This design comes from an exercise in tuning for small area on the open sky130 flow, not from production work. Function was checked by simulation only, so behaviour that the tests miss may differ from the original. Power figures rest on the tool's default switching activity, not on a simulated workload.

run 1:
==> flow/design.v (excerpt) <==
module riscv_core (
	input         clock,
	input         reset,
	output [31:0] PC_out,
	input  [31:0] instr_in,
	output        instr_en,
	output [31:0] data_addr,
	output        ren,
	output        wen,
	output [31:0] data_out,
	input  [31:0] data_in,
	output [3:0]  byte_select,
	input         memReady,
	input         software_interrupt,
	input         timer_interrupt,
	input         external_interrupt
);
localparam OP_R     = 7'b0110011;
localparam OP_I     = 7'b0010011;
localparam OP_L     = 7'b0000011;
localparam OP_ENV   = 7'b1110011;
localparam OP_JALR  = 7'b1100111;
localparam OP_S     = 7'b0100011;
localparam OP_B     = 7'b1100011;
localparam OP_J     = 7'b1101111;
localparam OP_LUI   = 7'b0110111;
localparam OP_AUIPC = 7'b0010111;
reg  [31:0] PC, PC_IF2, delayed_instr, IFID_PC, IFID_instr;
reg         bubble_ifid_delayed, keepDelayInstr;
reg  [31:0] IDEX_instr, IDEX_PC;
reg  [31:0] EXMEM_ALUOut, EXMEM_X;
reg  [4:0]  EXMEM_rd;
reg  [2:0]  EXMEM_funct3;
reg  [11:0] EXMEM_csr_addr;
reg         EXMEM_cond, EXMEM_Branch, EXMEM_JumpJALR, EXMEM_MemWrite, EXMEM_MemToReg,
            EXMEM_RegWrite, EXMEM_csr, EXMEM_csr_wa;
reg  [31:0] MEMWB_R, MEMWB_Y;
reg  [4:0]  MEMWB_rd;
reg  [11:0] MEMWB_csr_addr;
reg         MEMWB_RegWrite, MEMWB_csr, MEMWB_csr_wa;
reg  [31:0] newmepc;
reg         mepc_state;
reg  [31:0] mie, mscratch, mepc, mcause, mtval, trap_vector, csr_rd;
reg  [31:2] mtvec;
reg         int_taken, trap_in_ID, flushPipeline;
reg  [2:0]  enableInterrupts;
reg  [3:0]  pipeline_flush_count;
wire [6:0]  opcode   = IFID_instr[6:0];
wire [2:0]  funct3   = IFID_instr[14:12];
wire [4:0]  instr_rs1 = IFID_instr[19:15];
wire [4:0]  instr_rs2 = IFID_instr[24:20];
wire [11:0] csr_addr = IFID_instr[31:20];
  ...
For scale: roughly 170 I/O pins, ~0.084 sq mm of cells after synthesis.
export LEC_CHECK = 0
export ABC_AREA = 1
export CAP_MARGIN = 20
export CORE_MARGIN = 2
export CORE_UTILIZATION = 45
export CTS_BUF_LIST = sky130_fd_sc_hd__clkbuf_8
export CTS_CLUSTER_DIAMETER = 80
export CTS_CLUSTER_SIZE = 14
export GPL_ROUTABILITY_DRIVEN = 0
export PLACE_DENSITY = 0.6
export SLEW_MARGIN = 20
export SYNTH_HIERARCHICAL = 1
create_clock -name core_clock -period 14.0 [get_ports {clock}]
standard.sh (not shown) runs the stock make flow with config.mk's settings and CLKGATE_MAP_FILE= SYNTH_SCRIPT=/design/flow/synth_recipe.tcl, a recipe that flattens the netlist after the stock synthesis.
==> flow/flow/run.sh <==
#!/bin/bash
# Own layout flow: the standard ORFS flow (standard.sh) with three changes:
#  - ABC maps the logic with an area-oriented script (flow/abc_area.script);
#    synthesis is otherwise ORFS's (same registers, same yosys passes);
#  - ports get buf_1 buffers instead of the default clkdlybuf4s50_1;
#  - CTS is run without dummy loads.
# Each ORFS step writes its full log under orfs/logs/; make's own output goes to
# flow_make.log here.
set -euo pipefail
here=$(pwd)
rm -rf "$here/scripts_own"
cp -r "$FLOW_HOME/scripts" "$here/scripts_own"
cp "$here/flow/abc_area.script" "$here/scripts_own/abc_area.script"
export SCRIPTS_DIR="$here/scripts_own"
export BUFFER_PORTS_ARGS="-buffer_cell sky130_fd_sc_hd__buf_1"
export CTS_ARGS="-sink_clustering_enable -repair_clock_nets -sink_clustering_size 14 -sink_clustering_max_diameter 80 -dont_use_dummy_load -buf_list sky130_fd_sc_hd__clkbuf_8"
bash standard.sh > "$here/flow_make.log" 2>&1
==> flow/flow/abc_area.script <==
strash
&get -n
&st
&syn2
&dch -f
&nf -R 1000 -p
&st
&syn2
&dch -f
&nf -R 1000 -p
&put
What run 2 does differently from run 1 at the input level:
Settings: GPL_ROUTABILITY_DRIVEN removed (was 0); ABC_AREA removed (was 1); CTS_BUF_LIST removed (was sky130_fd_sc_hd__clkbuf_8); CTS_CLUSTER_SIZE changed from 14 to 25; CTS_CLUSTER_DIAMETER changed from 80 to 110.
==> flow/run.sh (new file) <==
#!/bin/bash
# synth_recipe.tcl (not shown) runs the flow's synth.tcl, then flattens the netlist and writes it again
# the make line also repeats each setting of config.mk as NAME=value (left out here)
make -C /OpenROAD-flow-scripts/flow DESIGN_CONFIG=/design/flow/config.mk WORK_HOME=/design/flow/orfs CLKGATE_MAP_FILE= SYNTH_SCRIPT=/design/flow/synth_recipe.tcl finish
removed: flow/flow/run.sh
removed: flow/flow/abc_area.script
removed: flow/standard.sh
Findings:
Run 2: done, clean on timing, DRC and antenna
Run 1 reports its critical path endpoint as data_addr[22] while run 2 reports data_addr[30].
Run 2 against run 1: gate count after technology mapping higher, total power after layout rose by 46%.
Number of clock-tree buffers in the layout, run 2 vs run 1: down by more than 10%
Run 2 vs run 1 — final area climbed by a few percent
The setup slack of run 2 is larger than that of run 1.
### run 2 -> run 3
Settings: CTS_CLUSTER_SIZE: 25 -> 20; CTS_CLUSTER_DIAMETER: 110 -> 100; ABC_AREA: unset -> 1.
==> flow/flow/run.sh (new file) <==
#!/bin/bash
# Own layout flow: the standard ORFS flow (standard.sh) with three changes:
#  - ABC maps the logic with an area-oriented script (flow/abc_area.script);
#    synthesis is otherwise ORFS's (same registers, same yosys passes);
#  - ports get buf_1 buffers instead of the default clkdlybuf4s50_1;
#  - CTS is run without dummy loads.
# Each ORFS step writes its full log under orfs/logs/; make's own output goes to
# flow_make.log here.
set -euo pipefail
here=$(pwd)
rm -rf "$here/scripts_own"
cp -r "$FLOW_HOME/scripts" "$here/scripts_own"
cp "$here/flow/abc_area.script" "$here/scripts_own/abc_area.script"
export SCRIPTS_DIR="$here/scripts_own"
export BUFFER_PORTS_ARGS="-buffer_cell sky130_fd_sc_hd__buf_1"
export CTS_ARGS="-sink_clustering_enable -repair_clock_nets -sink_clustering_size 20 -sink_clustering_max_diameter 100 -dont_use_dummy_load"
bash standard.sh > "$here/flow_make.log" 2>&1
==> flow/flow/abc_area.script (new file) <==
strash
&get -n
&st
&syn2
&dch -f
&nf -R 1000 -p
&st
&syn2
&dch -f
&nf -R 1000 -p
&put
==> flow/standard.sh (new file) <==
#!/bin/bash
# synth_recipe.tcl (not shown) runs the flow's synth.tcl, then flattens the netlist and writes it again
# the make line also repeats each setting of config.mk as NAME=value (left out here)
make -C /OpenROAD-flow-scripts/flow DESIGN_CONFIG=/design/flow/config.mk WORK_HOME=/design/flow/orfs CLKGATE_MAP_FILE= SYNTH_SCRIPT=/design/flow/synth_recipe.tcl "${@:-finish}"
removed: flow/run.sh
[summary]
Run 3 has completed all stages; timing, DRC and antenna checks passed. Measured against each other, run 3 and run 2 differ in final total power, the lower figure coming from run 3. Compared with run 2, in run 3 clock share of power went up 5.6 points, amount of wire on met3 after detailed routing went down about 6%, proportion of final cell area spent on non-clock buffers went down 0.77 points, area taken by multi-input logic gates went down 0.0036 sq mm. Delta (run 3 minus run 2): total number of multi-input combinational cells shrank by 7.5%, total met2 wirelength after detailed routing shrank by about 2.2%, area added between synthesis and finish grew by 3.2 points. Fmax: run 2 vs run 3, no meaningful difference.
Changes in run 4 relative to run 3:
Settings: CTS_CLUSTER_SIZE changed from 20 to 14; CTS_CLUSTER_DIAMETER changed from 100 to 80; CTS_BUF_LIST newly set to sky130_fd_sc_hd__clkbuf_8.
diff --git a/flow/flow/run.sh b/flow/flow/run.sh
--- a/flow/flow/run.sh
+++ b/flow/flow/run.sh
@@ -14,4 +14,4 @@
 export SCRIPTS_DIR="$here/scripts_own"
 export BUFFER_PORTS_ARGS="-buffer_cell sky130_fd_sc_hd__buf_1"
-export CTS_ARGS="-sink_clustering_enable -repair_clock_nets -sink_clustering_size 20 -sink_clustering_max_diameter 100 -dont_use_dummy_load"
+export CTS_ARGS="-sink_clustering_enable -repair_clock_nets -sink_clustering_size 14 -sink_clustering_max_diameter 80 -dont_use_dummy_load -buf_list sky130_fd_sc_hd__clkbuf_8"
 bash standard.sh > "$here/flow_make.log" 2>&1
## What came out
Final instance area shrinks slightly when moving from run 3 to run 4. Between run 3 and run 4, the total length of routed met3 wires is higher for run 3. Via count of run 4 exceeds that of run 3 slightly. Final core utilization ends up higher on run 3. Compared to run 3, run 4 has minimum period implied by the final worst setup slack 0.25 ns higher. Looking at part of the total power dissipated in combinational logic, run 4 sits above run 3. On CTS clock-pin slew for the worst setup and hold paths, run 3 and run 4 are basically level. Compared with run 3, run 4 shows fraction of power consumed by sequential logic higher by 0.8 points. Run 4 -> run 3: footprint of the multi-input gates flat.

port drivers added, routing unchanged:
The results above use ideal ports. As a check the final layouts listed here were re-extracted and re-timed, cells and wires unchanged. Step 1 (the two cells are an assumption about what drives the block):
set clk [get_ports {clock}]
set_driving_cell -lib_cell sky130_fd_sc_hd__clkbuf_16 $clk
set_driving_cell -lib_cell sky130_fd_sc_hd__buf_2 [delete_from_list [all_inputs] $clk]
Step 2 times the ports against the registers' clock, not the clock port: input delays grow and output delays shrink by t, the midpoint of the rising clock arrivals with the driver on. Three values: ideal, step 1, step 2; two values: the first two.
run | t, ns | setup WS [ns] | hold WS [ns] | worst setup path at the end
run 1 | 1.124 | 0.852 / 0.767 / 1.891 | 0.476 / 0.476 / 0.476 | register to output
run 2 | 0.916 | 1.474 / 1.366 / 2.283 | 0.459 / 0.459 / 0.459 | register to output
run 3 | 0.874 | 1.458 / 1.361 / 2.235 | 0.476 / 0.476 / 0.476 | register to output
run 4 | 1.045 | 1.213 / 1.125 / 2.170 | 0.477 / 0.477 / 0.477 | register to output
After both steps every run listed still meets setup and hold.
